This design comes from an exercise in tuning for small area on the open sky130 flow, not from production work.
In this exercise RTL edits were held to simulation tests only and were not proved equivalent to the original.
No activity file was given, so power comes from the tool's default toggle rates.

==> design/flow/flow/run.sh <==
#!/bin/bash
# The standard layout (standard.sh), with two changes made through the
# variables ORFS reads:
#  - each port gets the smallest buffer cell (buf_1) as its port buffer;
#  - clock tree synthesis uses clkbuf_4 (clkbuf_8 at the root) and inserts no
#    dummy loads.
# All of make's output goes to standard.log in this folder.
export BUFFER_PORTS_ARGS="-buffer_cell sky130_fd_sc_hd__buf_1"
export CTS_ARGS="-sink_clustering_enable -repair_clock_nets -dont_use_dummy_load -buf_list {sky130_fd_sc_hd__clkbuf_4} -root_buf sky130_fd_sc_hd__clkbuf_8"
export RECOVER_POWER=100
bash standard.sh > standard.log 2>&1
==> design/flow/standard.sh <==
#!/bin/bash
# synth_recipe.tcl (not shown) runs the flow's synth.tcl, then flattens the netlist and writes it again
# the make line also repeats each setting of config.mk as NAME=value (left out here)
make -C /OpenROAD-flow-scripts/flow DESIGN_CONFIG=/design/flow/config.mk WORK_HOME=/design/flow/orfs CLKGATE_MAP_FILE= SYNTH_SCRIPT=/design/flow/synth_recipe.tcl "${@:-finish}"
==> design/flow/config.mk <==
export PLATFORM = sky130hd
export DESIGN_NAME = top
export DESIGN_NICKNAME = top
export VERILOG_FILES = /design/flow/design.v
export SDC_FILE = /design/flow/constraint.sdc
export NUM_CORES = 4
export LEC_CHECK = 0
export ABC_AREA = 0
export CAP_MARGIN = 20
export CORE_MARGIN = 2
export CORE_UTILIZATION = 40
export SLEW_MARGIN = 20
==> design/flow/constraint.sdc <==
create_clock -name core_clock -period 10.0 [get_ports {mclk}]
set_input_delay 2.0000 -clock core_clock [delete_from_list [all_inputs] [get_ports {mclk}]]
set_output_delay 2.0000 -clock core_clock [all_outputs]
set_load 0.01 [all_outputs]
==> design/flow/design.v <==
module top(
  input  wire       mclk,
  input  wire       rst,
  input  wire [3:0] switch_in,
  output wire [6:0] SEG1,  
  output wire [6:0] SEG2,  
  output wire [6:0] SEG3,  
  output wire [6:0] SEG4,  
  output wire [6:0] SEG5,  
  output wire [6:0] SEG6,  
  output wire [7:0] LED
);
localparam [18:0] POL1 = 19'h2aaaa;
localparam [17:0] POL2 = 18'h2aaaa;
reg [18:0] r1;
reg        h1;
reg [17:0] r2;
reg        h2;
wire [18:0] x1 = r1 ^ POL1;
wire [17:0] x2 = r2 ^ POL2;
wire t1 = (r1 == (19'h32971 ^ POL1));
wire t2 = (r2 == (18'h01d62 ^ POL2));
wire tick1 = t1 & ~h1;
wire tick2 = t2 & ~h2;
wire [18:0] n1 = (rst | t1) ? 19'd0 : {x1[17:0], ~(x1[18] ^ x1[5])};
wire [17:0] n2 = (rst | t2) ? 18'd0 : {x2[16:0], ~(x2[17] ^ x2[6])};
always @(posedge mclk) begin
  r1 <= n1 ^ POL1;
  r2 <= n2 ^ POL2;
  if (rst | t1) h1 <= ~rst & ~h1;
  if (rst | t2) h2 <= ~rst & ~h2;
end
reg [3:0] s1n, s2, s3n, B;
wire [3:0] rise = s2 & s3n;
wire [3:0] fall = ~s3n & ~s2;
wire [3:0] rsel = {rise[3] & ~|rise[2:0], rise[2] & ~|rise[1:0], rise[1] & ~rise[0], rise[0]};
wire [3:0] fsel = {fall[3] & ~|fall[2:0], fall[2] & ~|fall[1:0], fall[1] & ~fall[0], fall[0]} & {4{~|rise}};
wire [3:0] press = rsel & ~B;
always @(posedge mclk) begin
  if (rst) begin
    s1n <= 4'hf; s2 <= 4'd0; s3n <= 4'hf; B <= 4'd0;
  end else begin
    s1n <= ~switch_in; s2 <= ~s1n; s3n <= ~s2;
    B <= (B | rsel) & ~fsel;
  end
end
function [2:0] cinc;
  input [2:0] c;
  cinc = {(c[2] & ~c[1]) | (c[1] & c[0]), (c[0] & ~c[1]) | (c[1] & ~c[0] & ~c[2]), ~c[0] & ~(c[2] & c[1])};
endfunction
reg m1, m2;           
reg [2:0] ct, ca;     
reg E;
always @(posedge mclk) begin
  if (rst | press[0]) begin m1 <= ~rst & ~m1 & ~m2; m2 <= ~rst & m1; end
  if (rst | (press[1] & m1)) ct <= cinc(ct) & {3{~rst}};
  if (rst | (press[1] & m2)) ca <= cinc(ca) & {3{~rst}};
  if (rst | press[3]) E <= ~rst & ~E;
end
reg [18:0] P, T, A;
wire        m0 = ~m1 & ~m2;
wire [18:0] V = ({19{m1}} & T) | ({19{m2}} & A) | ({19{m0}} & P);
wire [2:0]  cur = ({3{m1}} & ct) | ({3{m2}} & ca);    
wire        sen = m0 ? tick1 : press[2];
wire [5:0]  cdec = {cur[2] & cur[0], cur[2] & ~cur[1] & ~cur[0], cur[1] & cur[0], ~cur[2] & cur[1] & ~cur[0], ~cur[2] & ~cur[1] & cur[0], ~cur[2] & ~cur[1] & ~cur[0]};
wire [5:0]  sel = {6{sen}} & cdec;
wire [3:0] vs = V[3:0];
wire [2:0] vs10 = V[6:4];
wire [3:0] vm = V[10:7];
wire [2:0] vm10 = V[13:11];
wire [3:0] vh = V[17:14];
wire       vh10 = V[18];
wire e0 = sel[0];
wire e1 = (e0 & vs[3] & vs[0]) | sel[1];
wire e2 = (e1 & vs10[2] & vs10[0]) | sel[2];
wire e3 = (e2 & vm[3] & vm[0]) | sel[3];
wire e4 = (e3 & vm10[2] & vm10[0]) | sel[4];
wire h9 = vh[3] & vh[0];
wire h11 = vh10 & ~vh[3] & ~vh[2] & ~vh[1] & vh[0];
wire [18:0] tog = {
  (e4 & (h9 | h11)) | sel[5],
  e4 & vh[0] & (vh[3] | (vh[2] & vh[1])), e4 & vh[1] & vh[0], e4 & vh[0] & ~vh[3] & ~h11, e4,
  e3 & vm10[0] & (vm10[1] | vm10[2]), e3 & vm10[0] & ~vm10[2], e3,
  e2 & vm[0] & (vm[3] | (vm[2] & vm[1])), e2 & vm[1] & vm[0], e2 & vm[0] & ~vm[3], e2,
  e1 & vs10[0] & (vs10[1] | vs10[2]), e1 & vs10[0] & ~vs10[2], e1,
  e0 & vs[0] & (vs[3] | (vs[2] & vs[1])), e0 & vs[1] & vs[0], e0 & vs[0] & ~vs[3], e0};
wire [18:0] W = (V ^ tog) & {19{~rst}};    
always @(posedge mclk) begin
  P <= ({19{rst | m0}} & W) | ({19{~rst & m1 & tick1}} & T) | ({19{~rst & ~m0 & ~(m1 & tick1)}} & P);
  if (rst | m1) T <= W;
  if (rst | m2) A <= W;
end
wire s_ge = (P[3] & ~A[3]) | (~(P[3] ^ A[3]) & ((P[2] & ~A[2]) | (~(P[2] ^ A[2]) &
            ((P[1] & ~A[1]) | (~(P[1] ^ A[1]) & (P[0] | ~A[0]))))));
wire ring = E & (P[18:7] == A[18:7]) & (s_ge ? (P[6:4] == A[6:4]) : (P[6:4] == {A[6] ^ (A[5] & A[4]), A[5] ^ A[4], ~A[4]}));
reg K;
always @(posedge mclk) begin
  if (rst | tick2) K <= ~rst & ring & ~K;
end
assign LED = {m1, m2, E, {5{K}}};
wire        blk = ~h2 & (m1 | m2);
function [6:0] dec4;
  input [3:0] d;
  begin
  dec4[0] = (~d[0]&~d[2]) | (d[0]&~d[1]&d[2]) | (d[1]&~d[3]) | (~d[1]&d[3]);
  dec4[1] = (~d[0]&~d[1]) | (~d[2]) | (d[0]&d[1]&~d[3]);
  dec4[2] = (~d[1]) | (d[0]&~d[2]) | (d[2]&~d[3]);
  dec4[3] = ~((~d[0]&~d[1]&d[2]) | (d[0]&d[1]&d[2]) | (d[0]&~d[1]&~d[2]&~d[3]));
  dec4[4] = ~((d[0]) | (~d[1]&d[2]));
  dec4[5] = ~((d[0]&d[1]) | (d[1]&~d[2]) | (d[0]&~d[2]&~d[3]));
  dec4[6] = ~((d[0]&d[1]&d[2]) | (~d[1]&~d[2]&~d[3]));
  end
endfunction
function [6:0] dec3;
  input [2:0] d;
  begin
  dec3[0] = ~((~d[0]&d[2]) | (d[0]&~d[1]&~d[2]));
  dec3[1] = (~d[0]&~d[1]) | (~d[2]);
  dec3[2] = (d[0]) | (~d[1]);
  dec3[3] = ~((~d[0]&d[2]) | (d[0]&~d[1]&~d[2]));
  dec3[4] = (~d[0]&~d[2]);
  dec3[5] = ~((d[1]) | (d[0]&~d[2]));
  dec3[6] = (d[1]&~d[2]) | (~d[1]&d[2]);
  end
endfunction
wire [5:0] bd = {6{blk}} & cdec;
assign SEG6 = dec4(V[3:0] | {4{bd[0]}});
assign SEG5 = dec3({V[6] | bd[1], V[5] | bd[1], V[4] & ~bd[1]});
assign SEG4 = dec4(V[10:7] | {4{bd[2]}});
assign SEG3 = dec3({V[13] | bd[3], V[12] | bd[3], V[11] & ~bd[3]});
assign SEG2 = dec4(V[17:14] | {4{bd[4]}});
assign SEG1 = {1'b0, {3{~V[18] & ~bd[5]}}, {2{~bd[5]}}, ~V[18] & ~bd[5]};
endmodule
==> impl_metrics.csv, run 1 <==
group,metric,value,unit
cts,cts_made_buffers,17,
outcome,run_status,"finished with violations",
worst_setup_path,r2r-end,"P[15]$_DFF_P_",
sta,hold_viol_final,0,
power,total_leakage_power,2.37,nW
logic_synthesis,yosysSeqAreaShare,51.1,%
placed_design,portBuffers,54,
logic_synthesis,synthesis.nets,616,
cells_and_area,fin_nets,655,
logic_synthesis,synth_compound_area_share,19.1,%
cts,cts.sinks,122,
drt,dr.pass1.iters,6,
floorplanning,dieArea,15400,um^2
cells_and_area,n_fill_cell,1391,
cts,cts_max_path_buffers,2,
cts,cts_hold_buf,0,
drt,drc_errors,0,
sta,worst_slew_pin_slew,2.72,ns
cts,post_cts_resized,0,
global_routing,grt-ovfl-total,0,
worst_setup_path,cp.buffers_inverters,3,
worst_setup_path,cp.arrival,4.56,ns
logic_synthesis,synth_fa_ha_area_share,1.95,%
hold_path,hold_class,"reg -> reg",
global_routing,grt_max_degree,54,
cts,cts_setup_buffers,0,
worst_setup_path,slowest_stage,"clkbuf_1",
placed_design,globalplace.congestion,0.791,
run,cap_violations,5,
cells_and_area,utilization,43.7,%
sta,worst_hold_slack,0.356,ns
sta,finClkSkew,0.0428,ns
worst_setup_path,cp.depth,10,
logic_synthesis,yosys.area_share.simple,18.5,%
logic_synthesis,synth-edff-count,50,
global_routing,grt_use_total,18.7,%
floorplanning,core_area,14000,um^2
cts,clk_pin_slew,0.11,ns
sta,setup_viol,0,
worst_setup_path,reg2reg_from,"m1$_DFFE_PP_",
cells_and_area,diodes,0,
sta,finalCritPeriodShare,65.6,%
cells_and_area,syn_to_final_growth,6.08,%
logic_synthesis,async_flop_share,0,%
hold_path,hold_depth,1,
sta,timing.fmax,152,MHz
cells_and_area,seqCellArea,2940,um^2
logic_synthesis,yosys.area_share.xor_xnor,3.95,%
drt,wirelength,13600,um
logic_synthesis,synth_seq_cells,122,
global_routing,grt_pass1_wl,21900,um
sta,rsz0062_at_grt,"no",
worst_setup_path,r2r_cells,13,
logic_synthesis,syn_inst,601,
worst_setup_path,worstPathRequired,8.00,ns
drt,drtIter0Drc,320,
floorplanning,ios,56,
drt,wire_per_inst,16.6,um
worst_setup_path,crit_type,"reg -> out",
placed_design,place_hpwl,9350,um
worst_setup_path,path_common_cell,"nor2_1",
sta,slew_headroom,-82.2,%
floorplanning,start_util,41.2,%
cells_and_area,multi_input_area,2540,um^2
logic_synthesis,syn_area_per_cell,9.59,um^2
cts,cts_tree,"built",
logic_synthesis,yosysWarnings,1,
worst_setup_path,crit_chain,"clkbuf_1, nor2_2, clkbuf_1, a21oi_1, nand2_1, nor2_1, nor2_1, nor2_1, a211oi_1, buf_1",
cts,clk_latency,0.42,ns
sta,layout_min_cycle_time,6.56,ns
worst_setup_path,crit_family,"buffers and inverters",
logic_synthesis,synth_mux_area_share,0.521,%
worst_setup_path,cpPeakStageDelay,1.27,ns
worst_setup_path,critPathMaxFanout,38,
power,vdd_drop_max,0.000101,V
floorplanning,dieHeight,124,um
hold_path,min-delay-start,"r2[12]$_SDFF_PP0_",
drt,postRouteAntennaNets,0,
logic_synthesis,yosys.cell_types.count,58,
sta,setup-tns-final,0,ns
logic_synthesis,syn-cell-area,5760,um^2
cts,clock-root-buffer,"clkbuf_8",
worst_setup_path,reg2reg_slack,4.54,ns
hold_path,min_to,"r2[13]$_DFF_P_",
worst_setup_path,startpoint_type,"register",
sta,slew_viol_final,153,
cells_and_area,drive_gt1_share,4.55,%
global_routing,antenna_found_initial,0,
floorplanning,die_x,124,um
drt,vias,4606,
power,pwr_density_cell,168,nW/um^2
global_routing,grt_pass1_vias,4501,
logic_synthesis,synth_top_family_by_area,"compound AO/OA/AOI/OAI gates",
cts,htree_num_levels,4,
drt,viasPerCell,5.63,
floorplanning,num_rows,43,
worst_setup_path,worstSetupEndpointType,"output pin",
logic_synthesis,synth_flop_cell,"dfxtp_1",
outcome,so_faults,"max-capacitance violations, max-slew violations",
-- routing by layer --
metal / vias up / global-route usage, % / wire (um)
met4: 0 / 8.15 / 209
met3: 19 / 4.72 / 782
met1: 2200 / 24.1 / 6230
li1: 2235 / - / -
met2: 152 / 29.9 / 6380
met5: - / 0 / 0
-- worst max path at each step --
stage | endpoint | slack, ns | from
floorplan | SEG4[3] | 5.91 | m1$_DFFE_PP_
global placement | SEG2[3] | 5.22 | m1$_DFFE_PP_
detailed placement | SEG2[3] | 5.11 | m1$_DFFE_PP_
CTS | SEG2[3] | 4.69 | m1$_DFFE_PP_
global route | SEG2[3] | 3.12 | m1$_DFFE_PP_
finish | SEG2[3] | 3.44 | m1$_DFFE_PP_
-- power breakdown --
group	switching, mW	internal [mW]	leakage [nW]
clock network	0.149	0.0832	0.0808
registers	0.0251	0.553	1.12
logic	0.144	0.0746	1.17
total	0.318	0.711	2.37
-- Yosys cell counts (4+ instances only) --
| cell type | n | share of area, % |
|---|---|---|
| a221o_1 | 7 | 1.2 |
| nor4_1 | 4 | 0.43 |
| nor2_1 | 86 | 5.6 |
| a21o_1 | 10 | 1.3 |
| nand2_1 | 70 | 4.6 |
| a21oi_1 | 46 | 4.0 |
| clkbuf_1 | 11 | 0.72 |
| buf_2 | 5 | 0.43 |
| inv_1 | 13 | 0.85 |
| buf_4 | 17 | 2.2 |
| xor2_1 | 15 | 2.3 |
| ha_1 | 9 | 2.0 |
| a31oi_1 | 5 | 0.54 |
| nand3_1 | 12 | 1.0 |
| or3_1 | 6 | 0.65 |
| a211oi_1 | 14 | 1.8 |
| o21ai_1 | 4 | 0.35 |
| edfxtp_1 | 50 | 26 |
| nor2b_1 | 6 | 0.65 |
| nor3_1 | 13 | 1.1 |
| a22o_1 | 23 | 3.5 |
| a22oi_1 | 14 | 1.8 |
| xnor2_1 | 11 | 1.7 |
| or2_2 | 4 | 0.43 |
| dfxtp_1 | 72 | 25 |
| o21ai_0 | 14 | 1.2 |
-- area by class of cell --
class	instances	area share [%]
repair buffers	58	3.58
inverters	15	0.921
flip-flops and latches	122	48.1
multi-input cells	426	41.5
well taps	180	3.68
clock buffers	17	2.19
-- registers in the layout, indices dropped and copies added, names as in the netlist, 3 cells and up --
| signal | flops |
|---|---|
| A | 19 |
| ca | 3 |
| T | 19 |
| P | 19 |
| s3n | 4 |
| s1n | 4 |
| B | 4 |
| r2 | 18 |
| s2 | 4 |
| ct | 3 |
| r1 | 19 |
-- cells by family after synthesis --
| kind of cell | Yosys count |
|---|---|
| multiplexers | 3 |
| buffers and inverters | 53 |
| AO/OA/AOI/OAI | 158 |
| other | 1 |
| adder cells (fa/ha/maj) | 9 |
| flip-flops | 122 |
| XOR/XNOR | 26 |
| AND/OR/NAND/NOR | 229 |
-- cells in the final DEF (no fill, tap or decap), types with 12 or more instances in the layout --
| master | n |
|---|---|
| nand2_1 | 70 |
| buf_1 | 53 |
| inv_1 | 14 |
| nor3_1 | 13 |
| o21ai_0 | 16 |
| edfxtp_1 | 50 |
| a21oi_1 | 47 |
| xor2_1 | 15 |
| nand3_1 | 12 |
| a211oi_1 | 15 |
| a22oi_1 | 14 |
| nor2_1 | 85 |
| a22o_1 | 23 |
| dfxtp_1 | 72 |
| clkbuf_4 | 16 |
-- through the flow --
stage	area, um^2	total power, mW	setup WS (ns)	std cells
finish	6110	1.03	3.44	818
global placement	6010	0.803	5.22	801
global route	6110	1.09	3.12	818
CTS	6140	1.04	4.69	818
detailed placement	6010	0.809	5.11	801
floorplan	5760	0.749	5.91	601
==> inputs of run 2 (changes only) <==
--- a/design/flow/flow/run.sh
+++ b/design/flow/flow/run.sh
@@ -9,3 +9,2 @@
 export CTS_ARGS="-sink_clustering_enable -repair_clock_nets -dont_use_dummy_load -buf_list {sky130_fd_sc_hd__clkbuf_4} -root_buf sky130_fd_sc_hd__clkbuf_8"
-export RECOVER_POWER=100
 bash standard.sh > standard.log 2>&1
==> impl_metrics.csv, run 2 <==
group,metric,value,unit
logic_synthesis,yosysTopAreaCellShare,26.1,%
sta,layout_setup_ws,4.63,ns
placed_design,place_inst,801,
cts,htree_num_levels,4,
cts,cts_max_path_buffers,2,
worst_setup_path,r2r-end,"P[15]$_DFF_P_",
power,pwr_density_cell,168,nW/um^2
drt,vias,4592,
cells_and_area,fin_nets,655,
run,cap_violations,0,
global_routing,grt_use_total,18.7,%
cells_and_area,fin_cells,818,
sta,slew_headroom,33.4,%
sta,finalCritPeriodShare,53.7,%
logic_synthesis,async_flop_share,0,%
floorplanning,dieArea,15400,um^2
global_routing,grt_pass1_wl,21900,um
cts,clock-root-buffer,"clkbuf_8",
worst_setup_path,cp.buffers_inverters,3,
drt,drtIter0Drc,361,
drt,dr.pass1.iters,6,
logic_synthesis,syn-cell-area,5760,um^2
cells_and_area,layout_common_cells,"85 x nor2_1, 72 x dfxtp_1, 70 x nand2_1",
power,total_leakage_power,2.39,nW
worst_setup_path,reg2reg_from,"m1$_DFFE_PP_",
worst_setup_path,cpPeakStageDelay,0.75,ns
worst_setup_path,crit_chain,"buf_4, nor2_2, buf_4, a21oi_1, nor2_1, nor2_1, nor2_1, a211oi_1, buf_1",
worst_setup_path,path_common_cell,"nor2_1",
hold_path,hold_class,"reg -> reg",
logic_synthesis,yosysWarnings,1,
logic_synthesis,synth-edff-count,50,
sta,slew_viol_final,0,
worst_setup_path,cp.arrival,3.37,ns
cells_and_area,seqCellArea,2940,um^2
sta,rsz0062_at_grt,"no",
logic_synthesis,netlist.top_cell.by_area,"edfxtp_1",
hold_path,min_to,"r2[13]$_DFF_P_",
worst_setup_path,worstPathRequired,8.00,ns
sta,timing.fmax,186,MHz
floorplanning,num_rows,43,
sta,worst_slew_pin_slew,0.998,ns
worst_setup_path,slowest_stage,"a21oi_1",
cts,cts_hold_buf,0,
worst_setup_path,crit_type,"reg -> out",
logic_synthesis,synth_flop_cell,"dfxtp_1",
cells_and_area,n_fill_cell,1381,
cts,cts_made_buffers,17,
hold_path,hold_depth,1,
worst_setup_path,critPathMaxFanout,38,
worst_setup_path,crit_family,"compound AO/OA/AOI/OAI gates",
placed_design,place_hpwl,9350,um
cts,cts.sinks,122,
logic_synthesis,yosys-top-cells-area,"edfxtp_1 26%, dfxtp_1 25%, nor2_1 5.6%",
logic_synthesis,synth_most_common_cell,"nor2_1",
sta,layout_min_cycle_time,5.37,ns
global_routing,grt-ovfl-total,0,
drt,postRouteAntennaNets,0,
sta,setup-tns-final,0,ns
placed_design,portBuffers,54,
floorplanning,start_util,41.2,%
cells_and_area,drive_gt1_share,5.96,%
logic_synthesis,syn_inst,601,
outcome,run_status,"no timing/DRC/antenna violations",
global_routing,grt_max_degree,54,
placed_design,postPlaceCellArea,6010,um^2
cells_and_area,multi_input_area,2550,um^2
cts,cts_tree,"built",
logic_synthesis,yosysSeqAreaShare,51.1,%
floorplanning,die_x,124,um
placed_design,globalplace.congestion,0.791,
drt,wire_per_inst,16.6,um
sta,setup_viol,0,
worst_setup_path,startpoint_type,"register",
cts,clk_latency,0.42,ns
global_routing,grt_pass1_vias,4501,
floorplanning,dieHeight,124,um
cells_and_area,diodes,0,
cts,clk_pin_slew,0.11,ns
cells_and_area,postLayoutCellArea,6140,um^2
drt,viasPerCell,5.61,
global_routing,antenna_found_initial,0,
worst_setup_path,r2r_cells,13,
sta,hold_viol_final,0,
power,finalPower,1.03,mW
hold_path,min-delay-start,"r2[12]$_SDFF_PP0_",
logic_synthesis,synth_seq_cells,122,
drt,drc_errors,0,
cells_and_area,layout_commonest_cell,"nor2_1",
logic_synthesis,yosys-top-cells-count,"86 x nor2_1, 72 x dfxtp_1, 70 x nand2_1",
cts,post_cts_resized,0,
cells_and_area,syn_to_final_growth,6.62,%
logic_synthesis,yosys.cell_types.count,58,
logic_synthesis,synthesis.nets,616,
cts,cts_setup_buffers,0,
logic_synthesis,syn_area_per_cell,9.59,um^2
floorplanning,core_area,14000,um^2
floorplanning,ios,56,
sta,finClkSkew,0.0420,ns
worst_setup_path,worstSetupEndpointType,"output pin",
worst_setup_path,reg2reg_slack,6.08,ns
worst_setup_path,cp.depth,9,
drt,wirelength,13600,um
power,vdd_drop_max,0.000102,V
placed_design,post-place-ws,5.11,ns
-- run 2: final cells by class --
| class | instances | share of cell area [%] |
|---|---|---|
| timing repair buffer | 58 | 3.81 |
| multi-input combinational | 426 | 41.5 |
| tap | 180 | 3.67 |
| inverter | 15 | 0.916 |
| clock buffer | 17 | 2.18 |
| sequential | 122 | 47.9 |
-- run 2: per-stage QoR --
step | util, % | hold WS, ns
floorplan | - | 0.353
global placement | 43.0 | 0.360
detailed placement | 43.0 | 0.364
CTS | 43.9 | 0.356
global route | 43.9 | 0.376
finish | 43.9 | 0.355
-- run 2: power breakdown --
| part | switching, mW | internal (mW) |
|---|---|---|
| logic | 0.145 | 0.0761 |
| clock network | 0.150 | 0.0832 |
| registers | 0.0255 | 0.553 |
| total | 0.320 | 0.712 |
-- run 2: logic make-up (layout without fill, tap and decap cells) --
kind of cell,Yosys count,in the layout,share of synthesized area [%]
flip-flops,122,122,51.1
buffers and inverters,53,90,4.93
multiplexers,3,3,0.521
AO/OA/AOI/OAI,158,158,19.1
AND/OR/NAND/NOR,229,229,18.5
other,1,1,0.0651
adder cells (fa/ha/maj),9,9,1.95
XOR/XNOR,26,26,3.95
-- run 2: how the worst max path moves through the flow --
stage / endpoint / from
CTS: SEG2[3] / m1$_DFFE_PP_
global route: SEG2[3] / m1$_DFFE_PP_
detailed placement: SEG2[3] / m1$_DFFE_PP_
global placement: SEG2[3] / m1$_DFFE_PP_
finish: SEG2[3] / m1$_DFFE_PP_
floorplan: SEG4[3] / m1$_DFFE_PP_
-- run 2: per-layer routing --
metal,vias to the layer above,track usage [%],part of all wire (%)
li1,2232,-,-
met1,2209,24.1,46
met2,133,29.9,47
met3,18,4.72,5.2
met4,0,8.15,1.6
met5,-,0,0
==> inputs of run 3 (changes only) <==
--- a/design/flow/flow/run.sh
+++ b/design/flow/flow/run.sh
@@ -8,3 +8,3 @@
 export BUFFER_PORTS_ARGS="-buffer_cell sky130_fd_sc_hd__buf_1"
-export CTS_ARGS="-sink_clustering_enable -repair_clock_nets -dont_use_dummy_load -buf_list {sky130_fd_sc_hd__clkbuf_4} -root_buf sky130_fd_sc_hd__clkbuf_8"
+export CTS_ARGS="-sink_clustering_enable -repair_clock_nets -dont_use_dummy_load -buf_list {sky130_fd_sc_hd__clkbuf_2 sky130_fd_sc_hd__clkbuf_4} -root_buf sky130_fd_sc_hd__clkbuf_8"
 bash standard.sh > standard.log 2>&1
==> impl_metrics.csv, run 3 <==
group,metric,value,unit
worst_setup_path,startpoint_type,"register",
power,vdd_drop_max,0.000102,V
power,clockPowerShare,22.6,%
sta,finClkSkew,0.0420,ns
global_routing,antenna_found_initial,0,
run,cap_violations,0,
sta,hold_viol_final,0,
worst_setup_path,crit_family,"compound AO/OA/AOI/OAI gates",
sta,timing.fmax,186,MHz
logic_synthesis,synthesis.nets,616,
cts,cts_tree,"built",
placed_design,globalplace.congestion,0.791,
global_routing,grt_pass1_vias,4501,
cts,post_cts_resized,0,
power,pwr-share-seq,56.0,%
power,pwr_density_cell,168,nW/um^2
cells_and_area,fin_cells,818,
drt,viasPerCell,5.61,
worst_setup_path,cp.arrival,3.37,ns
hold_path,hold_class,"reg -> reg",
placed_design,place_hpwl,9350,um
floorplanning,num_rows,43,
placed_design,place_inst,801,
floorplanning,start_util,41.2,%
power,p_comb_share,21.4,%
worst_setup_path,worstSetupEndpointType,"output pin",
global_routing,grt_max_degree,54,
logic_synthesis,syn_area_per_cell,9.59,um^2
sta,layout_min_cycle_time,5.37,ns
floorplanning,die_x,124,um
sta,setup_viol,0,
drt,drc_errors,0,
global_routing,grt_use_total,18.7,%
cts,clock-root-buffer,"clkbuf_8",
cells_and_area,syn_to_final_growth,6.62,%
logic_synthesis,netlist.top_cell.by_area,"edfxtp_1",
power,sw_frac_of_total,31.0,%
cts,clk_latency,0.42,ns
sta,slew_viol_final,0,
logic_synthesis,yosysSeqAreaShare,51.1,%
cells_and_area,drive_gt1_share,5.96,%
logic_synthesis,async_flop_share,0,%
power,total_leakage_power,2.39,nW
logic_synthesis,synth_flop_cell,"dfxtp_1",
logic_synthesis,yosys-top-cells-count,"86 x nor2_1, 72 x dfxtp_1, 70 x nand2_1",
power,p_sw,0.320,mW
cts,cts_max_path_buffers,2,
worst_setup_path,cp.buffers_inverters,3,
worst_setup_path,path_common_cell,"nor2_1",
logic_synthesis,synth_seq_cells,122,
sta,worst_hold_slack,0.355,ns
worst_setup_path,crit_chain,"buf_4, nor2_2, buf_4, a21oi_1, nor2_1, nor2_1, nor2_1, a211oi_1, buf_1",
outcome,run_status,"no timing/DRC/antenna violations",
global_routing,grt_pass1_wl,21900,um
placed_design,portBuffers,54,
global_routing,grt-ovfl-total,0,
drt,wire_per_inst,16.6,um
cts,cts_setup_buffers,0,
cts,cts_hold_buf,0,
logic_synthesis,synth_most_common_cell,"nor2_1",
logic_synthesis,synth-edff-count,50,
cells_and_area,layout_common_cells,"85 x nor2_1, 72 x dfxtp_1, 70 x nand2_1",
sta,finalCritPeriodShare,53.7,%
worst_setup_path,critPathMaxFanout,38,
floorplanning,dieArea,15400,um^2
logic_synthesis,syn-cell-area,5760,um^2
sta,worst_slew_pin_slew,0.998,ns
logic_synthesis,yosysTopAreaCellShare,26.1,%
cells_and_area,layout_commonest_cell,"nor2_1",
cells_and_area,diodes,0,
logic_synthesis,syn_inst,601,
drt,wirelength,13600,um
drt,dr.pass1.iters,6,
floorplanning,dieHeight,124,um
drt,postRouteAntennaNets,0,
sta,setup-tns-final,0,ns
cells_and_area,fin_nets,655,
worst_setup_path,slowest_stage,"a21oi_1",
cells_and_area,utilization,43.9,%
cts,clk_pin_slew,0.11,ns
worst_setup_path,reg2reg_slack,6.08,ns
logic_synthesis,yosysWarnings,1,
logic_synthesis,yosys.cell_types.count,58,
worst_setup_path,crit_type,"reg -> out",
power,p_int,0.712,mW
sta,slew_headroom,33.4,%
worst_setup_path,cpPeakStageDelay,0.75,ns
drt,vias,4592,
floorplanning,core_area,14000,um^2
cts,htree_num_levels,4,
drt,drtIter0Drc,361,
sta,rsz0062_at_grt,"no",
worst_setup_path,worstPathRequired,8.00,ns
logic_synthesis,yosys-top-cells-area,"edfxtp_1 26%, dfxtp_1 25%, nor2_1 5.6%",
cts,cts.sinks,122,
floorplanning,ios,56,
cts,cts_made_buffers,17,
-- run 3: cell counts in the layout (fill, tap and decap cells not counted) --
Identical to the previous run, type by type.
-- run 3: metal layers --
layer	track usage (%)	up-vias	share of wire, %
li1	-	2232	-
met5	0	-	0
met2	29.9	133	47
met1	24.1	2209	46
met4	8.15	0	1.6
met3	4.72	18	5.2
-- run 3: kinds of logic (layout without fill, tap and decap cells) --
| group | after synthesis | after routing | synth area share (%) |
|---|---|---|---|
| XOR/XNOR | 26 | 26 | 3.95 |
| multiplexers | 3 | 3 | 0.521 |
| flip-flops | 122 | 122 | 51.1 |
| adder cells (fa/ha/maj) | 9 | 9 | 1.95 |
| AND/OR/NAND/NOR | 229 | 229 | 18.5 |
| other | 1 | 1 | 0.0651 |
| AO/OA/AOI/OAI | 158 | 158 | 19.1 |
| buffers and inverters | 53 | 90 | 4.93 |
-- run 3: path summary, 6_finish.rpt --
| kind | from | to | cells past startpoint |
|---|---|---|---|
| min reg2reg | r2[12]$_SDFF_PP0_ | r2[13]$_DFF_P_ | 1 |
| min | r2[12]$_SDFF_PP0_ | r2[13]$_DFF_P_ | 1 |
| max | m1$_DFFE_PP_ | SEG2[3] | 9 |
| max reg2reg | m1$_DFFE_PP_ | P[15]$_DFF_P_ | 13 |
-- run 3: worst register-to-register path, cell delays in order, from the launching register on --
cell and delay (ns):
edfxtp_1 0.61, buf_4 0.32, nor2_2 0.13, buf_4 0.40, a21oi_1 0.37, or4_1 0.62
a211oi_2 0.42, or2_2 0.19, ha_1 0.20, a21oi_1 0.09, a31oi_1 0.16, nor2_1 0.09
a22oi_1 0.17, nand2_1 0.07
-- run 3: area by class of cell --
class | count | area [um^2]
inverter | 15 | 56.3
sequential | 122 | 2940
multi-input combinational | 426 | 2550
tap | 180 | 225
timing repair buffer | 58 | 234
clock buffer | 17 | 134
fill | 1381 | 7840
-- run 3: through the flow --
step | worst slack, ns | power (mW) | cell area [um^2]
6_report | 4.63 | 1.03 | 6140
2_1_floorplan | 5.91 | 0.749 | 5760
5_1_grt | 4.38 | 1.09 | 6140
4_1_cts | 4.69 | 1.04 | 6140
3_3_place_gp | 5.22 | 0.803 | 6010
3_5_place_dp | 5.11 | 0.809 | 6010
-- run 3: power groups by stage --
stage	sequential, mW	combinational, mW	clock (mW)
final	0.578	0.221	0.233
after global routing	0.582	0.247	0.261
after CTS	0.578	0.221	0.238
after detailed placement	0.589	0.220	0
after global placement	0.588	0.215	0
after floorplan	0.580	0.168	0
==> inputs of run 4 (changes only) <==
--- a/design/flow/flow/run.sh
+++ b/design/flow/flow/run.sh
@@ -8,3 +8,3 @@
 export BUFFER_PORTS_ARGS="-buffer_cell sky130_fd_sc_hd__buf_1"
-export CTS_ARGS="-sink_clustering_enable -repair_clock_nets -dont_use_dummy_load -buf_list {sky130_fd_sc_hd__clkbuf_2 sky130_fd_sc_hd__clkbuf_4} -root_buf sky130_fd_sc_hd__clkbuf_8"
+export CTS_ARGS="-sink_clustering_enable -repair_clock_nets -dont_use_dummy_load -buf_list {sky130_fd_sc_hd__clkbuf_4} -root_buf sky130_fd_sc_hd__clkbuf_4"
 bash standard.sh > standard.log 2>&1
==> impl_metrics.csv, run 4 <==
group,metric,value,unit
outcome,run_status,"no timing/DRC/antenna violations",
drt,drtIter0Drc,377,
cells_and_area,layout_common_cells,"85 x nor2_1, 72 x dfxtp_1, 70 x nand2_1",
logic_synthesis,yosys-top-cells-area,"edfxtp_1 26%, dfxtp_1 25%, nor2_1 5.6%",
logic_synthesis,synthesis.nets,616,
logic_synthesis,synth_flop_cell,"dfxtp_1",
global_routing,antenna_found_initial,1,
worst_setup_path,crit_chain,"buf_4, nor2_2, buf_4, a21oi_1, nor2_1, nor2_1, nor2_1, a211oi_1, buf_1",
worst_setup_path,cpPeakStageDelay,0.76,ns
cts,cts_max_path_buffers,2,
cts,clock-root-buffer,"clkbuf_4",
logic_synthesis,syn-cell-area,5760,um^2
global_routing,grt_pass1_vias,4501,
logic_synthesis,netlist.top_cell.by_area,"edfxtp_1",
cells_and_area,drive_gt1_share,5.96,%
worst_setup_path,worstSetupEndpointType,"output pin",
sta,worst_slew_pin_slew,0.994,ns
cells_and_area,layout_commonest_cell,"nor2_1",
placed_design,place_hpwl,9350,um
sta,finalCritPeriodShare,54.8,%
cts,post_cts_resized,0,
logic_synthesis,synth_seq_cells,122,
floorplanning,dieArea,15400,um^2
floorplanning,die_x,124,um
floorplanning,core_area,14000,um^2
logic_synthesis,synth_compound_area_share,19.1,%
logic_synthesis,async_flop_share,0,%
worst_setup_path,cp.buffers_inverters,3,
placed_design,postPlaceCellArea,6010,um^2
logic_synthesis,yosys.area_share.simple,18.5,%
global_routing,grt_use_total,18.7,%
worst_setup_path,startpoint_type,"register",
floorplanning,dieHeight,124,um
floorplanning,num_rows,43,
drt,wirelength,13600,um
logic_synthesis,synth_fa_ha_area_share,1.95,%
worst_setup_path,cp.depth,9,
sta,slew_headroom,33.6,%
logic_synthesis,yosys.cell_types.count,58,
sta,hold_viol_final,0,
sta,timing.fmax,183,MHz
worst_setup_path,r2r-end,"P[15]$_DFF_P_",
worst_setup_path,crit_path_end,"SEG2[3]",
logic_synthesis,yosys-top-cells-count,"86 x nor2_1, 72 x dfxtp_1, 70 x nand2_1",
worst_setup_path,critPathMaxFanout,38,
global_routing,grt_max_degree,54,
sta,setup-tns-final,0,ns
worst_setup_path,crit_type,"reg -> out",
cts,cts_setup_buffers,0,
sta,layout_min_cycle_time,5.48,ns
worst_setup_path,cp-startpoint,"m1$_DFFE_PP_",
logic_synthesis,yosysWarnings,1,
cts,cts_tree,"built",
run,cap_violations,0,
logic_synthesis,syn_inst,601,
floorplanning,ios,56,
worst_setup_path,reg2reg_slack,6.10,ns
worst_setup_path,worstPathRequired,8.00,ns
power,total_leakage_power,2.39,nW
placed_design,globalplace.congestion,0.791,
drt,postRouteAntennaNets,0,
global_routing,grt_pass1_wl,21900,um
power,vdd_drop_max,0.000102,V
cts,clk_pin_slew,0.11,ns
drt,wire_per_inst,16.6,um
sta,rsz0062_at_grt,"no",
global_routing,grt-ovfl-total,0,
logic_synthesis,yosys.area_share.xor_xnor,3.95,%
placed_design,post-place-ws,5.11,ns
hold_path,hold_class,"reg -> reg",
worst_setup_path,crit_family,"compound AO/OA/AOI/OAI gates",
logic_synthesis,synth_mux_area_share,0.521,%
cells_and_area,fin_nets,655,
logic_synthesis,yosysSeqAreaShare,51.1,%
worst_setup_path,reg2reg_from,"m1$_DFFE_PP_",
placed_design,portBuffers,54,
cells_and_area,utilization,43.9,%
sta,finClkSkew,0.0431,ns
cts,htree_num_levels,4,
cts,cts_hold_buf,0,
sta,setup_viol,0,
logic_synthesis,syn_area_per_cell,9.59,um^2
cts,cts.sinks,122,
drt,vias,4597,
cells_and_area,postLayoutCellArea,6140,um^2
worst_setup_path,cp.arrival,3.48,ns
cells_and_area,syn_to_final_growth,6.56,%
worst_setup_path,slowest_stage,"a21oi_1",
drt,drc_errors,0,
power,pwr_density_cell,167,nW/um^2
drt,viasPerCell,5.61,
logic_synthesis,yosysTopAreaCellShare,26.1,%
cts,cts_made_buffers,17,
sta,layout_setup_ws,4.52,ns
worst_setup_path,r2r_cells,13,
logic_synthesis,synth_most_common_cell,"nor2_1",
logic_synthesis,synth_top_family_by_area,"compound AO/OA/AOI/OAI gates",
sta,slew_viol_final,0,
cts,clk_latency,0.53,ns
floorplanning,start_util,41.2,%
logic_synthesis,synth-edff-count,50,
worst_setup_path,path_common_cell,"nor2_1",
drt,dr.pass1.iters,5,
==> run 4: cell count changes in the layout (fill, tap and decap cells not counted) <==
cell	previous run	this run
clkbuf_8	1	0
clkbuf_4	16	17
diode_2	0	1
==> run 4: cell type report <==
cell class                 instances  area, um^2
tap                              180         225
fill                            1382        7850
antenna                            1        2.50
inverter                          15        56.3
clock buffer                      17         128
timing repair buffer              58         234
sequential                       122        2940
multi-input combinational        426        2550
==> run 4: metrics by stage <==
stage               hold WS [ns]  instances  power [mW]
floorplan                  0.353        601       0.749
global placement           0.360        801       0.803
detailed placement         0.364        801       0.809
CTS                        0.356        818        1.03
global route               0.376        819        1.08
finish                     0.355        819        1.03
==> run 4: layer usage <==
layer / global-route usage, % / vias up / share of wire, %
met4: 8.15 / 0 / 1.4
met2: 29.9 / 132 / 48
met1: 24.1 / 2214 / 46
li1: - / 2234 / -
met3: 4.72 / 17 / 5.2
met5: 0 / - / 0
==> run 4: how the worst min path moves through the flow <==
stage	from	to	slack, ns	depth (start not counted)
after floorplan	r2[4]$_SDFF_PP0_	r2[5]$_DFF_P_	0.35	1
after global placement	r1[0]$_SDFF_PP0_	r1[1]$_DFF_P_	0.36	1
after detailed placement	r2[12]$_SDFF_PP0_	r2[13]$_DFF_P_	0.36	1
after CTS	r2[12]$_SDFF_PP0_	r2[13]$_DFF_P_	0.36	1
after global routing	r2[12]$_SDFF_PP0_	r2[13]$_DFF_P_	0.38	1
final	r2[12]$_SDFF_PP0_	r2[13]$_DFF_P_	0.35	1
==> run 4: power breakdown <==
| part | total [mW] | internal, mW | switching [mW] |
|---|---|---|---|
| registers | 0.578 | 0.553 | 0.0255 |
| clock network | 0.228 | 0.0775 | 0.150 |
| logic | 0.221 | 0.0761 | 0.144 |
==> run 4: cell families (layout without fill, tap and decap cells) <==
family,after synthesis,count (layout)
AO/OA/AOI/OAI,158,158
XOR/XNOR,26,26
adder cells (fa/ha/maj),9,9
buffers and inverters,53,90
flip-flops,122,122
multiplexers,3,3
other,1,2
AND/OR/NAND/NOR,229,229
==> run 4: worst reg2reg max path, stage by stage, from the launching register on <==
cell and delay (ns):
edfxtp_1 0.62, buf_4 0.32, nor2_2 0.13, buf_4 0.41, a21oi_1 0.35, or4_1 0.62, a211oi_2 0.42, or2_2 0.19
ha_1 0.20, a21oi_1 0.09, a31oi_1 0.15, nor2_1 0.09, a22oi_1 0.17, nand2_1 0.07
==> inputs of run 5 (changes only) <==
--- a/design/flow/flow/run.sh
+++ b/design/flow/flow/run.sh
@@ -8,3 +8,3 @@
 export BUFFER_PORTS_ARGS="-buffer_cell sky130_fd_sc_hd__buf_1"
-export CTS_ARGS="-sink_clustering_enable -repair_clock_nets -dont_use_dummy_load -buf_list {sky130_fd_sc_hd__clkbuf_4} -root_buf sky130_fd_sc_hd__clkbuf_4"
+export CTS_ARGS="-sink_clustering_enable -repair_clock_nets -dont_use_dummy_load -buf_list {sky130_fd_sc_hd__clkbuf_4} -root_buf sky130_fd_sc_hd__clkbuf_4 -sink_clustering_levels 1 -sink_clustering_size 30 -sink_clustering_max_diameter 100"
 bash standard.sh > standard.log 2>&1
==> impl_metrics.csv, run 5 <==
group,metric,value,unit
drt,wire_per_inst,16.6,um
sta,layout_min_cycle_time,5.48,ns
logic_synthesis,syn-cell-area,5760,um^2
sta,timing.fmax,183,MHz
worst_setup_path,crit_family,"compound AO/OA/AOI/OAI gates",
worst_setup_path,worstPathRequired,8.00,ns
placed_design,portBuffers,54,
sta,rsz0062_at_grt,"no",
sta,setup_viol,0,
worst_setup_path,reg2reg_slack,6.10,ns
sta,finalCritPeriodShare,54.8,%
cells_and_area,multi_input_area,2550,um^2
cells_and_area,layout_commonest_cell,"nor2_1",
run,cap_violations,0,
cts,clk_pin_slew,0.11,ns
global_routing,grt_pass1_wl,21900,um
logic_synthesis,yosys-top-cells-area,"edfxtp_1 26%, dfxtp_1 25%, nor2_1 5.6%",
logic_synthesis,synth_fa_ha_area_share,1.95,%
logic_synthesis,yosys-top-cells-count,"86 x nor2_1, 72 x dfxtp_1, 70 x nand2_1",
drt,drc_errors,0,
drt,viasPerCell,5.61,
worst_setup_path,cp.arrival,3.48,ns
logic_synthesis,synthesis.nets,616,
logic_synthesis,yosysWarnings,1,
worst_setup_path,cp.depth,9,
worst_setup_path,r2r-end,"P[15]$_DFF_P_",
placed_design,globalplace.congestion,0.791,
sta,layout_setup_ws,4.52,ns
outcome,run_status,"no timing/DRC/antenna violations",
power,p_sw,0.320,mW
sta,finClkSkew,0.0431,ns
power,clockPowerShare,22.2,%
worst_setup_path,crit_path_end,"SEG2[3]",
cts,cts_made_buffers,17,
worst_setup_path,crit_chain,"buf_4, nor2_2, buf_4, a21oi_1, nor2_1, nor2_1, nor2_1, a211oi_1, buf_1",
placed_design,place_hpwl,9350,um
worst_setup_path,path_common_cell,"nor2_1",
worst_setup_path,cp-startpoint,"m1$_DFFE_PP_",
drt,wirelength,13600,um
cts,clk_latency,0.53,ns
floorplanning,dieHeight,124,um
floorplanning,core_area,14000,um^2
drt,postRouteAntennaNets,0,
logic_synthesis,yosysSeqAreaShare,51.1,%
logic_synthesis,syn_area_per_cell,9.59,um^2
cells_and_area,fin_cells,819,
global_routing,grt-ovfl-total,0,
cells_and_area,postLayoutCellArea,6140,um^2
sta,slew_viol_final,0,
logic_synthesis,yosys.area_share.simple,18.5,%
logic_synthesis,synth_compound_area_share,19.1,%
cts,cts.sinks,122,
logic_synthesis,synth_flop_cell,"dfxtp_1",
worst_setup_path,cp.buffers_inverters,3,
worst_setup_path,worstSetupEndpointType,"output pin",
worst_setup_path,slowest_stage,"a21oi_1",
global_routing,grt_use_total,18.7,%
worst_setup_path,reg2reg_from,"m1$_DFFE_PP_",
placed_design,postPlaceCellArea,6010,um^2
cts,clock-root-buffer,"clkbuf_4",
logic_synthesis,synth_top_family_by_area,"compound AO/OA/AOI/OAI gates",
logic_synthesis,syn_inst,601,
cts,cts_max_path_buffers,2,
logic_synthesis,async_flop_share,0,%
sta,setup-tns-final,0,ns
power,pwr_density_cell,167,nW/um^2
logic_synthesis,yosysTopAreaCellShare,26.1,%
logic_synthesis,synth_most_common_cell,"nor2_1",
power,sw_frac_of_total,31.2,%
floorplanning,num_rows,43,
cells_and_area,syn_to_final_growth,6.56,%
power,p_comb_share,21.5,%
cts,cts_hold_buf,0,
sta,slew_headroom,33.6,%
cells_and_area,n_fill_cell,1382,
worst_setup_path,critPathMaxFanout,38,
global_routing,antenna_found_initial,1,
power,p_int,0.706,mW
floorplanning,start_util,41.2,%
worst_setup_path,startpoint_type,"register",
floorplanning,die_x,124,um
logic_synthesis,yosys.cell_types.count,58,
drt,vias,4597,
worst_setup_path,r2r_cells,13,
cells_and_area,fin_nets,655,
power,total_leakage_power,2.39,nW
power,vdd_drop_max,0.000102,V
placed_design,place_inst,801,
cts,htree_num_levels,4,
global_routing,grt_pass1_vias,4501,
floorplanning,dieArea,15400,um^2
floorplanning,ios,56,
logic_synthesis,synth_mux_area_share,0.521,%
worst_setup_path,crit_type,"reg -> out",
cells_and_area,layout_common_cells,"85 x nor2_1, 72 x dfxtp_1, 70 x nand2_1",
logic_synthesis,yosys.area_share.xor_xnor,3.95,%
cts,cts_setup_buffers,0,
logic_synthesis,netlist.top_cell.by_area,"edfxtp_1",
placed_design,post-place-ws,5.11,ns
drt,drtIter0Drc,377,
cts,cts_tree,"built",
logic_synthesis,synth_seq_cells,122,
logic_synthesis,synth-edff-count,50,
hold_path,hold_class,"reg -> reg",
cells_and_area,seqCellArea,2940,um^2
sta,hold_viol_final,0,
worst_setup_path,cpPeakStageDelay,0.76,ns
cells_and_area,drive_gt1_share,5.96,%
drt,dr.pass1.iters,5,
global_routing,grt_max_degree,54,
sta,worst_slew_pin_slew,0.994,ns
cts,post_cts_resized,0,
power,pwr-share-seq,56.3,%
==> run 5: cell counts after synthesis <==
Identical to the previous run, type by type.
==> run 5: through the flow <==
stage | hold WS (ns) | total power [mW] | util (%)
floorplan | 0.353 | 0.749 | -
global placement | 0.360 | 0.803 | 43.0
detailed placement | 0.364 | 0.809 | 43.0
CTS | 0.356 | 1.03 | 43.9
global route | 0.376 | 1.08 | 43.9
finish | 0.355 | 1.03 | 43.9
==> run 5: power groups by stage <==
| stage | sequential, mW | clock (mW) | combinational [mW] |
|---|---|---|---|
| after floorplan | 0.580 | 0 | 0.168 |
| after global placement | 0.588 | 0 | 0.215 |
| after global routing | 0.582 | 0.256 | 0.247 |
| final | 0.578 | 0.228 | 0.221 |
| after CTS | 0.578 | 0.233 | 0.221 |
| after detailed placement | 0.589 | 0 | 0.220 |
==> run 5: area by class of cell <==
type / count / share of cell area [%]
Timing Repair Buffer: 58 / 3.81
Sequential cell: 122 / 47.9
Tap cell: 180 / 3.67
Antenna cell: 1 / 0.0407
Clock buffer: 17 / 2.08
Multi-Input combinational cell: 426 / 41.6
Inverter: 15 / 0.917
==> run 5: worst min-delay path by stage <==
stage	from	end	slack, ns	cells past startpoint
6_report	r2[12]$_SDFF_PP0_	r2[13]$_DFF_P_	0.35	1
2_1_floorplan	r2[4]$_SDFF_PP0_	r2[5]$_DFF_P_	0.35	1
5_1_grt	r2[12]$_SDFF_PP0_	r2[13]$_DFF_P_	0.38	1
3_5_place_dp	r2[12]$_SDFF_PP0_	r2[13]$_DFF_P_	0.36	1
3_3_place_gp	r1[0]$_SDFF_PP0_	r1[1]$_DFF_P_	0.36	1
4_1_cts	r2[12]$_SDFF_PP0_	r2[13]$_DFF_P_	0.36	1
==> run 5: kinds of logic after synthesis <==
family / count (synthesis)
simple gates: 229
xor+xnor: 26
mux: 3
fa+ha+maj: 9
buf+inv: 53
compound gates: 158
other cells: 1
flops: 122
==> run 5: layer usage <==
metal  part of all wire (%)  wire [um]  up-vias  global-route usage, %
met3                    5.2        713       17                   4.72
met5                      0          0        -                      0
met1                     46       6210     2214                   24.1
met2                     48       6480      132                   29.9
met4                    1.4        189        0                   8.15
li1                       -          -     2234                      -
==> inputs of run 6 (changes only) <==
--- a/design/flow/flow/run.sh
+++ b/design/flow/flow/run.sh
@@ -8,3 +8,4 @@
 export BUFFER_PORTS_ARGS="-buffer_cell sky130_fd_sc_hd__buf_1"
-export CTS_ARGS="-sink_clustering_enable -repair_clock_nets -dont_use_dummy_load -buf_list {sky130_fd_sc_hd__clkbuf_4} -root_buf sky130_fd_sc_hd__clkbuf_4 -sink_clustering_levels 1 -sink_clustering_size 30 -sink_clustering_max_diameter 100"
+export CTS_ARGS="-sink_clustering_enable -repair_clock_nets -dont_use_dummy_load -buf_list {sky130_fd_sc_hd__clkbuf_4} -root_buf sky130_fd_sc_hd__clkbuf_4"
+export POST_FLOORPLAN_TCL="$(pwd)/flow/downsize.tcl"
 bash standard.sh > standard.log 2>&1
==> design/flow/flow/downsize.tcl (new file) <==
# POST_FLOORPLAN hook: give every combinational cell the smallest-area drive
# strength of its own cell family (same function and pins). Placement's
# repair_design, which runs later in the standard flow, sizes back up or
# buffers whatever then needs more drive for slew or capacitance.
set dont_use_pats {}
if {[info exists ::env(DONT_USE_CELLS)]} { set dont_use_pats $::env(DONT_USE_CELLS) }
proc ds_dont_use {name pats} {
  foreach p $pats { if {[string match $p $name]} { return 1 } }
  return 0
}
set db [ord::get_db]
set block [ord::get_db_block]
set changed 0
set before 0.0
set after 0.0
foreach inst [$block getInsts] {
  set m [$inst getMaster]
  set name [$m getName]
  if {![regexp {^(sky130_fd_sc_hd__[a-z0-9]+)_([0-9]+)$} $name -> base drive]} { continue }
  if {[$m isSequential] || [$inst isFixed]} { continue }
  if {[regexp {clkbuf|clkinv|dly|conb|tap|fill|decap|diode} $base]} { continue }
  set best $m
  set barea [expr {double([$m getWidth]) * [$m getHeight]}]
  foreach d {0 1 2 3 4 6 8} {
    if {$d >= $drive} { break }
    set c [$db findMaster "${base}_$d"]
    if {$c == "NULL" || $c == ""} { continue }
    if {[ds_dont_use [$c getName] $dont_use_pats]} { continue }
    set a [expr {double([$c getWidth]) * [$c getHeight]}]
    if {$a < $barea} { set best $c; set barea $a }
  }
  if {$best != $m} {
    set before [expr {$before + double([$m getWidth]) * [$m getHeight]}]
    set after [expr {$after + $barea}]
    replace_cell [$inst getName] [$best getName]
    incr changed
  }
}
puts [format "downsize: %d cells resized, %.1f um2 -> %.1f um2" $changed [expr {$before / 1e6}] [expr {$after / 1e6}]]
==> impl_metrics.csv, run 6 <==
group,metric,value,unit
logic_synthesis,synth_most_common_cell,"nor2_1",
floorplanning,dieArea,15400,um^2
placed_design,postPlaceCellArea,5980,um^2
worst_setup_path,worstSetupEndpointType,"output pin",
worst_setup_path,path_common_cell,"nor2_1",
sta,slew_viol_final,0,
cts,clk_pin_slew,0.11,ns
logic_synthesis,yosys-top-cells-area,"edfxtp_1 26%, dfxtp_1 25%, nor2_1 5.6%",
cts,cts_setup_buffers,0,
sta,worst_slew_pin_slew,1.03,ns
cells_and_area,layout_common_cells,"85 x nor2_1, 72 x dfxtp_1, 70 x nand2_1",
logic_synthesis,yosys.cell_types.count,58,
logic_synthesis,syn-cell-area,5760,um^2
worst_setup_path,r2r_cells,13,
sta,slew_headroom,31.2,%
sta,finClkSkew,0.0324,ns
cts,cts_tree,"built",
worst_setup_path,crit_type,"reg -> out",
cells_and_area,seqCellArea,2940,um^2
sta,timing.fmax,188,MHz
worst_setup_path,startpoint_type,"register",
cells_and_area,drive_gt1_share,5.02,%
worst_setup_path,r2r-end,"P[15]$_DFF_P_",
hold_path,hold_class,"reg -> reg",
sta,setup_viol,0,
global_routing,grt_use_total,18.9,%
outcome,run_status,"no timing/DRC/antenna violations",
logic_synthesis,synth-edff-count,50,
cells_and_area,postLayoutCellArea,6110,um^2
sta,layout_min_cycle_time,5.33,ns
worst_setup_path,reg2reg_slack,6.04,ns
worst_setup_path,cpPeakStageDelay,0.71,ns
global_routing,grt-ovfl-total,0,
placed_design,place_inst,801,
drt,drc_errors,0,
logic_synthesis,async_flop_share,0,%
worst_setup_path,critPathMaxFanout,38,
placed_design,place_hpwl,9340,um
drt,postRouteAntennaNets,0,
cts,cts_made_buffers,17,
logic_synthesis,yosysWarnings,1,
floorplanning,num_rows,43,
sta,setup-tns-final,0,ns
global_routing,grt_max_degree,54,
logic_synthesis,synth_flop_cell,"dfxtp_1",
placed_design,globalplace.congestion,0.819,
cells_and_area,fin_cells,819,
run,cap_violations,0,
placed_design,portBuffers,54,
power,vdd_drop_max,0.0000721,V
cells_and_area,multi_input_area,2520,um^2
cts,cts.sinks,122,
cts,clk_latency,0.54,ns
logic_synthesis,syn_area_per_cell,9.59,um^2
floorplanning,dieHeight,124,um
global_routing,grt_pass1_vias,4252,
cts,clock-root-buffer,"clkbuf_4",
cells_and_area,syn_to_final_growth,6.04,%
logic_synthesis,synth_seq_cells,122,
drt,wire_per_inst,16.6,um
cts,cts_max_path_buffers,2,
sta,rsz0062_at_grt,"no",
floorplanning,die_x,124,um
worst_setup_path,crit_path_end,"SEG2[3]",
worst_setup_path,slowest_stage,"a21oi_1",
power,finalPower,1.03,mW
logic_synthesis,syn_inst,601,
global_routing,antenna_found_initial,1,
logic_synthesis,yosysSeqAreaShare,51.1,%
global_routing,grt_pass1_wl,21800,um
cells_and_area,n_fill_cell,1380,
cells_and_area,layout_commonest_cell,"nor2_1",
cts,cts_hold_buf,0,
worst_setup_path,cp-startpoint,"m2$_DFFE_PP_",
power,total_leakage_power,2.38,nW
floorplanning,core_area,14000,um^2
worst_setup_path,reg2reg_from,"m2$_DFFE_PP_",
logic_synthesis,yosys-top-cells-count,"86 x nor2_1, 72 x dfxtp_1, 70 x nand2_1",
floorplanning,start_util,41.2,%
sta,worst_hold_slack,0.352,ns
sta,hold_viol_final,0,
cts,post_cts_resized,0,
power,pwr_density_cell,168,nW/um^2
cts,htree_num_levels,4,
worst_setup_path,cp.arrival,3.33,ns
sta,finalCritPeriodShare,53.3,%
drt,vias,4568,
logic_synthesis,synthesis.nets,616,
logic_synthesis,yosysTopAreaCellShare,26.1,%
floorplanning,ios,56,
worst_setup_path,crit_chain,"buf_4, nor2_2, buf_4, a21oi_1, nor2_1, nor2_1, nor2_1, a211oi_1, buf_1",
worst_setup_path,worstPathRequired,8.00,ns
drt,viasPerCell,5.58,
logic_synthesis,netlist.top_cell.by_area,"edfxtp_1",
drt,wirelength,13600,um
cells_and_area,fin_nets,655,
drt,drtIter0Drc,370,
drt,dr.pass1.iters,4,
run 6: power by group:
part | internal, mW | switching, mW
logic | 0.0759 | 0.144
registers | 0.553 | 0.0252
clock network | 0.0773 | 0.151
total | 0.706 | 0.320
run 6: layer usage:
metal | GRT usage, % | part of all wire (%) | vias to the layer above
met5 | 0 | 0 | -
met4 | 6.53 | 1.4 | 0
met3 | 5.08 | 5.9 | 19
met2 | 29.6 | 45 | 135
met1 | 25.2 | 47 | 2180
li1 | - | - | 2234
run 6: worst min path at each step:
stage | startpoint | to | slack [ns] | cells after the start
floorplan | r2[4]$_SDFF_PP0_ | r2[5]$_DFF_P_ | 0.35 | 1
global placement | r1[0]$_SDFF_PP0_ | r1[1]$_DFF_P_ | 0.36 | 1
global route | s1n[2]$_SDFF_PP1_ | s2[2]$_SDFF_PP0_ | 0.36 | 1
CTS | s1n[2]$_SDFF_PP1_ | s2[2]$_SDFF_PP0_ | 0.35 | 1
finish | s1n[2]$_SDFF_PP1_ | s2[2]$_SDFF_PP0_ | 0.35 | 1
detailed placement | r1[0]$_SDFF_PP0_ | r1[1]$_DFF_P_ | 0.37 | 1
run 6: per-stage QoR:
stage	util, %	worst slack, ns
after floorplan	-	5.91
after global placement	42.8	5.29
after detailed placement	42.8	5.23
after CTS	43.7	4.62
after global routing	43.7	4.36
final	43.7	4.67
run 6: final cells by class:
class	instances	share of cell area, %
antenna	1	0.0410
clock buffer	17	2.09
inverter	15	0.921
multi-input combinational	426	41.3
sequential	122	48.2
tap	180	3.69
timing repair buffer	58	3.83
run 6: critical path, delay by kind of cell (launching register included):
kind            cells  cell delay, ns
buf+inv             3            0.81
flops               1            0.51
compound gates      2            0.98
simple gates        4            0.45
run 6: cells by family (layout without fill, tap and decap cells):
logic type | after synthesis | after routing | share of synthesized area (%)
simple gates | 229 | 229 | 18.5
compound gates | 158 | 158 | 19.1
flops | 122 | 122 | 51.1
buf+inv | 53 | 90 | 4.93
xor+xnor | 26 | 26 | 3.95
fa+ha+maj | 9 | 9 | 1.95
mux | 3 | 3 | 0.521
other cells | 1 | 2 | 0.0651
==> inputs of run 7 (changes only) <==
--- a/design/flow/config.mk
+++ b/design/flow/config.mk
@@ -8,5 +8,5 @@
 export ABC_AREA = 0
-export CAP_MARGIN = 20
+export CAP_MARGIN = 0
 export CORE_MARGIN = 2
 export CORE_UTILIZATION = 40
-export SLEW_MARGIN = 20
+export SLEW_MARGIN = 0
==> impl_metrics.csv, run 7 <==
group,metric,value,unit
cts,cts_tree,"built",
logic_synthesis,synthesis.nets,616,
floorplanning,die_x,124,um
power,total_leakage_power,2.38,nW
logic_synthesis,synth_seq_cells,122,
sta,rsz0062_at_grt,"no",
drt,vias,4568,
cts,htree_num_levels,4,
worst_setup_path,crit_type,"reg -> out",
cts,clock-root-buffer,"clkbuf_4",
logic_synthesis,netlist.top_cell.by_area,"edfxtp_1",
logic_synthesis,yosysWarnings,1,
sta,worst_slew_pin_slew,1.03,ns
cts,cts_setup_buffers,0,
global_routing,grt_pass1_wl,21800,um
sta,setup_viol,0,
global_routing,use_met3,5.08,%
cells_and_area,syn_to_final_growth,6.04,%
global_routing,use_met2,29.6,%
logic_synthesis,syn_area_per_cell,9.59,um^2
logic_synthesis,yosys.cell_types.count,58,
global_routing,grt_pass1_vias,4252,
worst_setup_path,critPathMaxFanout,38,
sta,finClkSkew,0.0324,ns
sta,hold_viol_final,0,
floorplanning,start_util,41.2,%
logic_synthesis,synth_most_common_cell,"nor2_1",
worst_setup_path,r2r-end,"P[15]$_DFF_P_",
worst_setup_path,startpoint_type,"register",
global_routing,grt_max_degree,54,
drt,postRouteAntennaNets,0,
cts,cts.sinks,122,
power,finalPower,1.03,mW
logic_synthesis,yosysSeqAreaShare,51.1,%
global_routing,grt_use_total,18.9,%
cts,post_cts_resized,0,
placed_design,portBuffers,54,
cells_and_area,drive_gt1_share,5.02,%
logic_synthesis,yosys-top-cells-count,"86 x nor2_1, 72 x dfxtp_1, 70 x nand2_1",
floorplanning,core_area,14000,um^2
sta,layout_setup_ws,4.67,ns
worst_setup_path,worstSetupEndpointType,"output pin",
cts,clk_latency,0.54,ns
sta,layout_min_cycle_time,5.33,ns
worst_setup_path,r2r_cells,13,
hold_path,min-delay-start,"s1n[2]$_SDFF_PP1_",
run,cap_violations,0,
hold_path,min_to,"s2[2]$_SDFF_PP0_",
logic_synthesis,synth-edff-count,50,
hold_path,hold_class,"reg -> reg",
cells_and_area,utilization,43.7,%
logic_synthesis,synth_flop_cell,"dfxtp_1",
sta,slew_viol_final,0,
placed_design,globalplace.congestion,0.819,
drt,drc_errors,0,
cells_and_area,layout_common_cells,"85 x nor2_1, 72 x dfxtp_1, 70 x nand2_1",
placed_design,place_hpwl,9340,um
global_routing,antenna_found_initial,1,
drt,wirelength,13600,um
logic_synthesis,async_flop_share,0,%
sta,timing.fmax,188,MHz
floorplanning,dieArea,15400,um^2
cts,cts_hold_buf,0,
cts,cts_made_buffers,17,
worst_setup_path,worstPathRequired,8.00,ns
worst_setup_path,reg2reg_slack,6.04,ns
worst_setup_path,reg2reg_from,"m2$_DFFE_PP_",
placed_design,post-place-ws,5.23,ns
sta,setup-tns-final,0,ns
floorplanning,dieHeight,124,um
drt,drtIter0Drc,370,
drt,dr.pass1.iters,4,
global_routing,globalRoute.busiestLayer,"met2",
cells_and_area,layout_commonest_cell,"nor2_1",
logic_synthesis,yosysTopAreaCellShare,26.1,%
power,pwr_density_cell,168,nW/um^2
worst_setup_path,cp.arrival,3.33,ns
logic_synthesis,syn-cell-area,5760,um^2
drt,wire_per_inst,16.6,um
global_routing,grt_use_met1,25.2,%
power,vdd_drop_max,0.0000721,V
outcome,run_status,"no timing/DRC/antenna violations",
logic_synthesis,syn_inst,601,
cells_and_area,fin_nets,655,
floorplanning,ios,56,
sta,finalCritPeriodShare,53.3,%
floorplanning,num_rows,43,
logic_synthesis,yosys-top-cells-area,"edfxtp_1 26%, dfxtp_1 25%, nor2_1 5.6%",
sta,slew_headroom,31.2,%
global_routing,grt-ovfl-total,0,
cts,cts_max_path_buffers,2,
drt,viasPerCell,5.58,
cts,clk_pin_slew,0.11,ns
hold_path,hold_depth,1,
-- run 7: cell counts after synthesis --
Identical to the previous run, type by type.
-- run 7: worst max-delay path by stage --
stage	depth (start not counted)	slack (ns)	startpoint	to
2_1_floorplan	8	5.91	m1$_DFFE_PP_	SEG4[3]
3_3_place_gp	6	5.29	m1$_DFFE_PP_	SEG2[6]
3_5_place_dp	9	5.23	m2$_DFFE_PP_	SEG2[3]
4_1_cts	9	4.62	m2$_DFFE_PP_	SEG2[3]
5_1_grt	9	4.36	m2$_DFFE_PP_	SEG2[3]
6_report	9	4.67	m2$_DFFE_PP_	SEG2[3]
-- run 7: logic make-up (layout without fill, tap and decap cells) --
family	after synthesis	after routing	share of synthesized area (%)
simple gates	229	229	18.5
compound gates	158	158	19.1
flops	122	122	51.1
buf+inv	53	90	4.93
xor+xnor	26	26	3.95
fa+ha+maj	9	9	1.95
mux	3	3	0.521
other cells	1	2	0.0651
-- run 7: through the flow --
| step | cells | area, um^2 | hold WS, ns |
|---|---|---|---|
| finish | 819 | 6110 | 0.352 |
| global route | 819 | 6110 | 0.360 |
| CTS | 818 | 6110 | 0.352 |
| detailed placement | 801 | 5980 | 0.365 |
| global placement | 801 | 5980 | 0.364 |
| floorplan | 601 | 5760 | 0.353 |
-- run 7: power by group --
group / internal, mW / switching [mW]
registers: 0.553 / 0.0252
logic: 0.0759 / 0.144
clock network: 0.0773 / 0.151
total: 0.706 / 0.320
-- run 7: area by class of cell --
class / count / area [um^2]
fillers: 1380 / 7880
flip-flops and latches: 122 / 2940
multi-input cells: 426 / 2520
repair buffers: 58 / 234
well taps: 180 / 225
clock buffers: 17 / 128
inverters: 15 / 56.3
diodes: 1 / 2.50
-- run 7: metal layers --
layer	wire length (um)	vias to the layer above
met1	6460	2180
met5	0	-
li1	-	2234
met4	188	0
met3	803	19
met2	6170	135
-- run 7: worst max-delay path, stage by stage, from the launching register on --
cell and delay, ns:
edfxtp_1 0.51, buf_4 0.34, nor2_2 0.05, buf_4 0.29
a21oi_1 0.71, nor2_1 0.19, nor2_1 0.16, nor2_1 0.05
a211oi_1 0.27, buf_1 0.18

## separate check: timing with driven ports
The results above use ideal ports. As a check the final layouts listed here were re-extracted and re-timed, cells and wires unchanged.
Step 1, drivers: a clkbuf_16 drives mclk and a buf_2 each remaining input, both assumed.
Step 2 moves the port delays by t, midway between the first and last clock arrival at a register: inputs arrive t later, outputs are due t later. That takes back most of the time a late clock gives input paths.
Slacks: no drivers / after step 1 / after step 2; pairs: no drivers / after step 1.
run | t, ns | setup slack, ns | clock arrival spread, ns
run 1 | 0.433 | 3.438 / 3.404 / 3.837 | 0.043 / 0.043
run 2 | 0.434 | 4.631 / 4.597 / 5.031 | 0.042 / 0.042
run 3 | 0.434 | 4.631 / 4.597 / 5.031 | 0.042 / 0.042
run 4 | 0.542 | 4.521 / 4.484 / 5.027 | 0.043 / 0.043
run 5 | 0.542 | 4.521 / 4.484 / 5.027 | 0.043 / 0.043
run 6 | 0.561 | 4.669 / 4.633 / 5.194 | 0.036 / 0.037
run 7 | 0.561 | 4.669 / 4.633 / 5.194 | 0.036 / 0.037
